Background: an optimization exercise with open tools, aiming at small area and a short achievable clock period. Do not read the settings as production practice. The RTL was checked by simulation tests, not by an equivalence proof against the original design.

==> run a: inputs <==
## Circle_Area_Calculator
module Circle_Area_Calculator(clk, rst, radius, area);
  input wire clk, rst;
  input wire [31:0] radius;
  output reg [31:0] area;
  wire [22:0] r = radius[22:0];
  wire [22:0] rn = ~r;
  wire p47 = r >= 23'h3504f4;
  wire p47n = ~p47;
  wire ge_a = r >= 23'h106ebf;
  wire ge_b = r >= 23'h4c422f;
  wire ge_c = r >= 23'h4c4230;
  wire q47 = (ge_a & ~p47) | ge_c;
  wire q47n = ~q47;
  wire sh0 = ~q47 & ~p47;
  wire sh1 = q47 ^ p47;
  wire sh2 = q47 & p47;
  wire sh0n = ~sh0;
  wire sh1n = ~sh1;
  wire sh2n = ~sh2;
  wire [7:0] expo = {radius[29:23], 1'b0} + 8'd130 + {7'd0, ge_a} + {7'd0, ge_b};
  wire [22:0] mant;
  wire n1;
  NB2 u1 (r[1], r[0], n1);
  wire n2;
  ND2 u2 (r[0], r[1], n2);
  wire n3;
  ND2 u3 (r[0], r[2], n3);
  wire n4;
  ND2 u4 (r[0], r[3], n4);
  wire n5;
  ND2 u5 (r[0], r[4], n5);
  wire n6;
  ND2 u6 (r[0], r[5], n6);
  wire n7;
  ND2 u7 (r[0], r[6], n7);
  wire n8;
  ND2 u8 (r[0], r[7], n8);
  wire n9;
  ND2 u9 (r[0], r[8], n9);
  wire n10;
  ND2 u10 (r[0], r[9], n10);
  wire n11;
  ND2 u11 (r[0], r[10], n11);
  wire n12;
  ND2 u12 (r[0], r[11], n12);
  wire n13;
  ND2 u13 (r[0], r[12], n13);
  wire n14;
  ND2 u14 (r[0], r[13], n14);
  wire n15;
  ND2 u15 (r[0], r[14], n15);
  wire n16;
  ND2 u16 (r[0], r[15], n16);
  wire n17;
  ND2 u17 (r[0], r[16], n17);
  wire n18;
  ND2 u18 (r[0], r[17], n18);
  wire n19;
  ND2 u19 (r[0], r[18], n19);
  wire n20;
  ND2 u20 (r[0], r[19], n20);
  wire n21;
  ND2 u21 (r[0], r[20], n21);
  wire n22;
  ND2 u22 (r[0], r[21], n22);
  wire n23;
  ND2 u23 (r[0], r[22], n23);
  wire n24;
  NB2 u24 (r[2], r[1], n24);
  wire n25;
  ...
Settings: LEC_CHECK=0, CAP_MARGIN=20, CORE_MARGIN=2, CORE_UTILIZATION=40, CTS_BUF_LIST=sky130_fd_sc_hd__clkbuf_4, SLEW_MARGIN=20, SYNTH_HIERARCHICAL=1, SYNTH_MINIMUM_KEEP_SIZE=0; clock period 30.0 ns.
standard.sh (not shown) runs the stock make flow with config.mk's settings and CLKGATE_MAP_FILE= SYNTH_SCRIPT=/design/flow/synth_recipe.tcl, a recipe that flattens the netlist after the stock synthesis.
==> flow/flow/run.sh <==
#!/bin/bash
set -o pipefail
cp standard.sh standard_sh.log
export PRE_FLOORPLAN_TCL="$(pwd)/flow/downsize.tcl"
export PRE_RESIZE_TCL="$(pwd)/flow/outports.tcl"
export SETUP_SLACK_MARGIN=${MARGIN:-15}
export BUFFER_PORTS_ARGS="-inputs -buffer_cell sky130_fd_sc_hd__buf_2"
bash standard.sh > standard.log 2>&1
==> flow/flow/downsize.tcl <==
# Downsize the combinational cells that synthesis mapped to a stronger drive
# than _1 (ABC upsizes some one-gate modules) to the _1 cell of the same
# function; the timing repair steps later upsize the cells that need it.
set ds_count 0
set ds_db [ord::get_db]
foreach ds_inst [[ord::get_db_block] getInsts] {
  set ds_master [[$ds_inst getMaster] getName]
  if { ![regexp {^sky130_fd_sc_hd__(\w+)_(\d+)$} $ds_master -> ds_base ds_drive] } { continue }
  if { $ds_drive <= 1 } { continue }
  if { [regexp {^(dfxtp|dfrtp|dfstp|buf|clkbuf|clkinv|clkdlybuf4s\d+|dlygate4sd\d|dlymetal6s\d+s|tapvpwrvgnd|fill|decap|conb)$} $ds_base] } { continue }
  set ds_new "sky130_fd_sc_hd__${ds_base}_1"
  if { [$ds_db findMaster $ds_new] == "NULL" } { continue }
  replace_cell [$ds_inst getName] $ds_new
  incr ds_count
}
puts "downsize.tcl: downsized $ds_count instances"
==> flow/flow/outports.tcl <==
buffer_ports -outputs -buffer_cell sky130_fd_sc_hd__buf_1
==> inputs of run b, as changes to run a <==
--- a/flow/design.v
+++ b/flow/design.v
@@ -7,20 +7,14 @@
   wire p47 = r >= 23'h3504f4;
   wire p47n = ~p47;
   wire ge_a = r >= 23'h106ebf;
   wire ge_b = r >= 23'h4c422f;
   wire ge_c = r >= 23'h4c4230;
   wire q47 = (ge_a & ~p47) | ge_c;
   wire q47n = ~q47;
-  wire sh0 = ~q47 & ~p47;
-  wire sh1 = q47 ^ p47;
-  wire sh2 = q47 & p47;
-  wire sh0n = ~sh0;
-  wire sh1n = ~sh1;
-  wire sh2n = ~sh2;
   wire [7:0] expo = {radius[29:23], 1'b0} + 8'd130 + {7'd0, ge_a} + {7'd0, ge_b};
   wire [22:0] mant;
   wire n1;
   NB2 u1 (r[1], r[0], n1);
   wire n2;
   ND2 u2 (r[0], r[1], n2);
   wire n3;
@@ -1060,137 +1054,137 @@
   wire n737;
   OR2 u737 (n275, rn[21], n737);
   wire n738, n739;
   HA u739 (rn[22], n737, n738, n739);
   wire n740;
   NR2 u740 (n437, n456, n740);
   wire n741;
-  ND2 u741 (n437, n456, n741);
+  XR2 u741 (n437, n456, n741);
   wire n742;
   NR2 u742 (n419, n436, n742);
   wire n743;
-  ND2 u743 (n419, n436, n743);
+  XR2 u743 (n419, n436, n743);
   wire n744;
   NR2 u744 (n403, n418, n744);
   wire n745;
   AOI21 u745 (n743, n744, n742, n745);
   wire n746;
-  ND2 u746 (n403, n418, n746);
+  XR2 u746 (n403, n418, n746);
   wire n747;
   ND2 u747 (n743, n746, n747);
   wire n748;
   NR2 u748 (n387, n402, n748);
   wire n749;
-  ND2 u749 (n387, n402, n749);
+  XR2 u749 (n387, n402, n749);
   wire n750;
   NR2 u750 (n373, n386, n750);
   wire n751;
   AOI21 u751 (n749, n750, n748, n751);
   wire n752;
-  ND2 u752 (n373, n386, n752);
+  XR2 u752 (n373, n386, n752);
   wire n753;
   ND2 u753 (n749, n752, n753);
   wire n754;
   NR2 u754 (n347, n358, n754);
   wire n755;
   INV u755 (n372, n755);
   wire n756;
   ND2 u756 (n755, n754, n756);
   wire n757;
   OAI21 u757 (n753, n756, n751, n757);
   wire n758;
-  ND2 u758 (n347, n358, n758);
+  XR2 u758 (n347, n358, n758);
   wire n759;
   ND2 u759 (n755, n758, n759);
   wire n760;
   NR2 u760 (n753, n759, n760);
   wire n761;
   NR2 u761 (n335, n346, n761);
   wire n762;
-  ND2 u762 (n335, n346, n762);
+  XR2 u762 (n335, n346, n762);
   wire n763;
   NR2 u763 (n325, n334, n763);
   wire n764;
   AOI21 u764 (n762, n763, n761, n764);
   wire n765;
-  ND2 u765 (n325, n334, n765);
+  XR2 u765 (n325, n334, n765);
   wire n766;
   ND2 u766 (n762, n765, n766);
   wire n767;
   NR2 u767 (n307, n314, n767);
   wire n768;
   INV u768 (n324, n768);
   wire n769;
   ND2 u769 (n768, n767, n769);
   wire n770;
   OAI21 u770 (n766, n769, n764, n770);
   wire n771;
-  ND2 u771 (n307, n314, n771);
+  XR2 u771 (n307, n314, n771);
   wire n772;
   ND2 u772 (n768, n771, n772);
   wire n773;
   NR2 u773 (n766, n772, n773);
   wire n774;
   NR2 u774 (n299, n306, n774);
   wire n775;
-  ND2 u775 (n299, n306, n775);
+  XR2 u775 (n299, n306, n775);
   wire n776;
   NR2 u776 (n293, n298, n776);
   wire n777;
   AOI21 u777 (n775, n776, n774, n777);
   wire n778;
-  ND2 u778 (n293, n298, n778);
+  XR2 u778 (n293, n298, n778);
   wire n779;
   ND2 u779 (n775, n778, n779);
   wire n780;
   NR2 u780 (n283, n286, n780);
   wire n781;
   INV u781 (n292, n781);
   wire n782;
   ND2 u782 (n781, n780, n782);
   wire n783;
   OAI21 u783 (n779, n782, n777, n783);
   wire n784;
   AOI21 u784 (n773, n783, n770, n784);
   wire n785;
-  ND2 u785 (n283, n286, n785);
+  XR2 u785 (n283, n286, n785);
   wire n786;
   ND2 u786 (n781, n785, n786);
   wire n787;
   NR2 u787 (n779, n786, n787);
   wire n788;
   ND2 u788 (n773, n787, n788);
   wire n789;
   NR2 u789 (n277, n278, n789);
   wire n790;
   INV u790 (n282, n790);
   wire n791;
   ND2 u791 (n790, n789, n791);
   wire n792;
-  ND2 u792 (n277, n278, n792);
+  XR2 u792 (n277, n278, n792);
   wire n793;
   ND2 u793 (n790, n792, n793);
   wire n794;
   NR2 u794 (n4, n24, n794);
   wire n795;
   INV u795 (n276, n795);
   wire n796;
   ND2 u796 (n795, n794, n796);
   wire n797;
   OAI21 u797 (n793, n796, n791, n797);
   wire n798;
-  ND2 u798 (n4, n24, n798);
+  XR2 u798 (n4, n24, n798);
   wire n799;
   ND2 u799 (n795, n798, n799);
   wire n800;
   NR2 u800 (n793, n799, n800);
   wire n801;
   NR2 u801 (n2, n3, n801);
   wire n802;
-  ND2 u802 (n2, n3, n802);
+  XR2 u802 (n2, n3, n802);
   wire n803;
   INV u803 (n1, n803);
   wire n804;
   ND2 u804 (n802, n803, n804);
   wire n805;
   AOI21 u805 (n800, n801, n797, n805);
   wire n806;
@@ -1820,117 +1814,117 @@
   wire n1209;
   XN2 u1209 (n973, n998, n1209);
   wire n1210;
   OR2 u1210 (n973, n998, n1210);
   wire n1211;
   NR2 u1211 (n1048, n1055, n1211);
   wire n1212;
-  ND2 u1212 (n1048, n1055, n1212);
+  XR2 u1212 (n1048, n1055, n1212);
   wire n1213;
   NR2 u1213 (n1042, n1047, n1213);
   wire n1214;
-  ND2 u1214 (n1042, n1047, n1214);
+  XR2 u1214 (n1042, n1047, n1214);
   wire n1215;
   NR2 u1215 (n1036, n1041, n1215);
   wire n1216;
   AOI21 u1216 (n1214, n1215, n1213, n1216);
   wire n1217;
-  ND2 u1217 (n1036, n1041, n1217);
+  XR2 u1217 (n1036, n1041, n1217);
   wire n1218;
   ND2 u1218 (n1214, n1217, n1218);
   wire n1219;
   NR2 u1219 (n1030, n1035, n1219);
   wire n1220;
-  ND2 u1220 (n1030, n1035, n1220);
+  XR2 u1220 (n1030, n1035, n1220);
   wire n1221;
   NR2 u1221 (n1026, n1029, n1221);
   wire n1222;
   AOI21 u1222 (n1220, n1221, n1219, n1222);
   wire n1223;
-  ND2 u1223 (n1026, n1029, n1223);
+  XR2 u1223 (n1026, n1029, n1223);
   wire n1224;
   ND2 u1224 (n1220, n1223, n1224);
   wire n1225;
   NR2 u1225 (n1022, n1025, n1225);
   wire n1226;
-  ND2 u1226 (n1022, n1025, n1226);
+  XR2 u1226 (n1022, n1025, n1226);
   wire n1227;
   INV u1227 (n1225, n1227);
   wire n1228;
   OAI21 u1228 (n1224, n1227, n1222, n1228);
   wire n1229;
   INV u1229 (n1021, n1229);
   wire n1230;
   ND2 u1230 (n1226, n1229, n1230);
   wire n1231;
   NR2 u1231 (n1224, n1230, n1231);
   wire n1232;
   NR2 u1232 (n1016, n1017, n1232);
   wire n1233;
-  ND2 u1233 (n1016, n1017, n1233);
+  XR2 u1233 (n1016, n1017, n1233);
   wire n1234;
   NR2 u1234 (n1014, n1015, n1234);
   wire n1235;
   AOI21 u1235 (n1233, n1234, n1232, n1235);
   wire n1236;
-  ND2 u1236 (n1014, n1015, n1236);
+  XR2 u1236 (n1014, n1015, n1236);
   wire n1237;
   ND2 u1237 (n1233, n1236, n1237);
   wire n1238;
   NR2 u1238 (n1012, n1013, n1238);
   wire n1239;
-  ND2 u1239 (n1012, n1013, n1239);
+  XR2 u1239 (n1012, n1013, n1239);
   wire n1240;
   NR2 u1240 (n1010, n1011, n1240);
   wire n1241;
   AOI21 u1241 (n1239, n1240, n1238, n1241);
   wire n1242;
   OAI21 u1242 (n1237, n1241, n1235, n1242);
   wire n1243;
-  ND2 u1243 (n1010, n1011, n1243);
+  XR2 u1243 (n1010, n1011, n1243);
   wire n1244;
   ND2 u1244 (n1239, n1243, n1244);
   wire n1245;
   NR2 u1245 (n1237, n1244, n1245);
   wire n1246;
   NR2 u1246 (n1008, n1009, n1246);
   wire n1247;
-  ND2 u1247 (n1008, n1009, n1247);
+  XR2 u1247 (n1008, n1009, n1247);
   wire n1248;
   NR2 u1248 (n1006, n1007, n1248);
   wire n1249;
   AOI21 u1249 (n1247, n1248, n1246, n1249);
   wire n1250;
-  ND2 u1250 (n1006, n1007, n1250);
+  XR2 u1250 (n1006, n1007, n1250);
   wire n1251;
   ND2 u1251 (n1247, n1250, n1251);
   wire n1252;
   NR2 u1252 (n1004, n1005, n1252);
   wire n1253;
-  ND2 u1253 (n1004, n1005, n1253);
+  XR2 u1253 (n1004, n1005, n1253);
   wire n1254;
   NR2 u1254 (n1002, n1003, n1254);
   wire n1255;
   AOI21 u1255 (n1253, n1254, n1252, n1255);
   wire n1256;
   OAI21 u1256 (n1251, n1255, n1249, n1256);
   wire n1257;
   AOI21 u1257 (n1245, n1256, n1242, n1257);
   wire n1258;
-  ND2 u1258 (n1002, n1003, n1258);
+  XR2 u1258 (n1002, n1003, n1258);
   wire n1259;
   ND2 u1259 (n1253, n1258, n1259);
   wire n1260;
   NR2 u1260 (n1251, n1259, n1260);
   wire n1261;
   ND2 u1261 (n1245, n1260, n1261);
   wire n1262;
   NR2 u1262 (n1000, n1001, n1262);
   wire n1263;
-  ND2 u1263 (n1000, n1001, n1263);
+  XR2 u1263 (n1000, n1001, n1263);
   wire n1264;
   INV u1264 (n999, n1264);
   wire n1265;
   ND2 u1265 (n1263, n1264, n1265);
   wire n1266;
   NR2 u1266 (n954, n953, n1266);
   wire n1267;
==> flow/flow/run.sh (replaced) <==
#!/bin/bash
set -o pipefail
cp standard.sh standard_sh.log
export PRE_FLOORPLAN_TCL="$(pwd)/flow/downsize.tcl"
export SETUP_SLACK_MARGIN=${MARGIN:-14.75}
export BUFFER_PORTS_ARGS="-buffer_cell sky130_fd_sc_hd__buf_2"
bash standard.sh > standard.log 2>&1
- CTS_BUF_LIST: sky130_fd_sc_hd__clkbuf_4 -> default
removed: flow/flow/outports.tcl
==> inputs of run c, as changes to run a <==
==> flow/flow/run.sh (replaced) <==
#!/bin/bash
set -o pipefail
cp standard.sh standard_sh.log
export PRE_FLOORPLAN_TCL="$(pwd)/flow/downsize.tcl"
export PRE_RESIZE_TCL="$(pwd)/flow/outports.tcl"
export SETUP_SLACK_MARGIN=${MARGIN:-14.75}
export BUFFER_PORTS_ARGS="-inputs -buffer_cell sky130_fd_sc_hd__buf_2"
bash standard.sh > standard.log 2>&1
==> summary.txt <==
| item | run b | run a | run c |
|---|---|---|---|
| Final worst setup slack | 15.30 ns | 15.51 ns | 15.31 ns |
| Cell area after layout | 13030 µm² | 13040 µm² | 12790 µm² |
| Worst slack at placement | 13.81 ns | 13.51 ns | 13.51 ns |
| Core footprint | 28700 µm² | 28550 µm² | 28550 µm² |
| Die extent in x | 174.8 µm | 173.8 µm | 173.8 µm |
| Number of nets in the layout | 1699 | 1707 | 1702 |
| Clock buf count | 6 | 5 | 5 |
| Capture point of the critical path | area[20] | area[21] | area[21] |
| Run status | no timing/DRC/antenna violations | no timing/DRC/antenna violations | no timing/DRC/antenna violations |
| Smallest hold slack | 5.973 ns | 5.914 ns | 5.915 ns |
| Met2 routed wirelength | 14.31 mm | 14.26 mm | 13.81 mm |
| Post-CTS resize count | 29 | 37 | 28 |
| Root Buffer | sky130_fd_sc_hd__clkbuf_16 | sky130_fd_sc_hd__clkbuf_4 | sky130_fd_sc_hd__clkbuf_4 |
| Relative slew margins | 40.84% | 36.91% | 37.67% |
| Placed wire-length estimate | 21.87 mm | 21.62 mm | 21.62 mm |
| Number of port buffers | 62 | 31 | 31 |
| Fraction of layout instances using a drive strength above 1 | 7.970% | 7.483% | 6.186% |
| Met3 capacity usage during global routing | 2.937% | 2.061% | 1.689% |
| Sequential portion of the cell area | 4.762% | 4.759% | 4.854% |
| CP max stage delay | 0.57 ns | 0.57 ns | 0.58 ns |
| Floorplan die area | 30560 µm² | 30200 µm² | 30200 µm² |
| Multi-input combinational area share | 83.45% | 83.17% | 84.25% |
| Initial cell density of the core | 40.66% | 40.39% | 40.39% |
| Area of the multi-input gates | 10870 µm² | 10850 µm² | 10770 µm² |

-- re-timing with driven ports --
No port has a modelled driver above. Below, the same layouts with a new extraction and two added sets of constraints. Step 1, drivers: a clkbuf_16 drives clk and a buf_2 each remaining input, both assumed. Step 2 moves the port delays by t, midway between the first and last clock arrival at a register: inputs arrive t later, outputs are due t later. That takes back most of the time a late clock gives input paths. a / b / c = ideal ports / drivers / drivers and shift; a / b = the first two.
run	shift t [ns]	setup slack, ns	hold slack, ns	worst slew at a driven data input, ns
run a	0.361	15.506 / 15.495 / 15.134	5.914 / 5.911 / 6.272	0.07
run b	0.310	15.296 / 15.296 / 14.985	5.973 / 5.959 / 6.270	0.04
run c	0.360	15.309 / 15.312 / 14.952	5.915 / 5.912 / 6.272	0.04
After both steps setup and hold are still met in every run listed. The setup slack of run a, which loses most, moves by -0.011 ns with the drivers and by -0.372 ns with both steps.
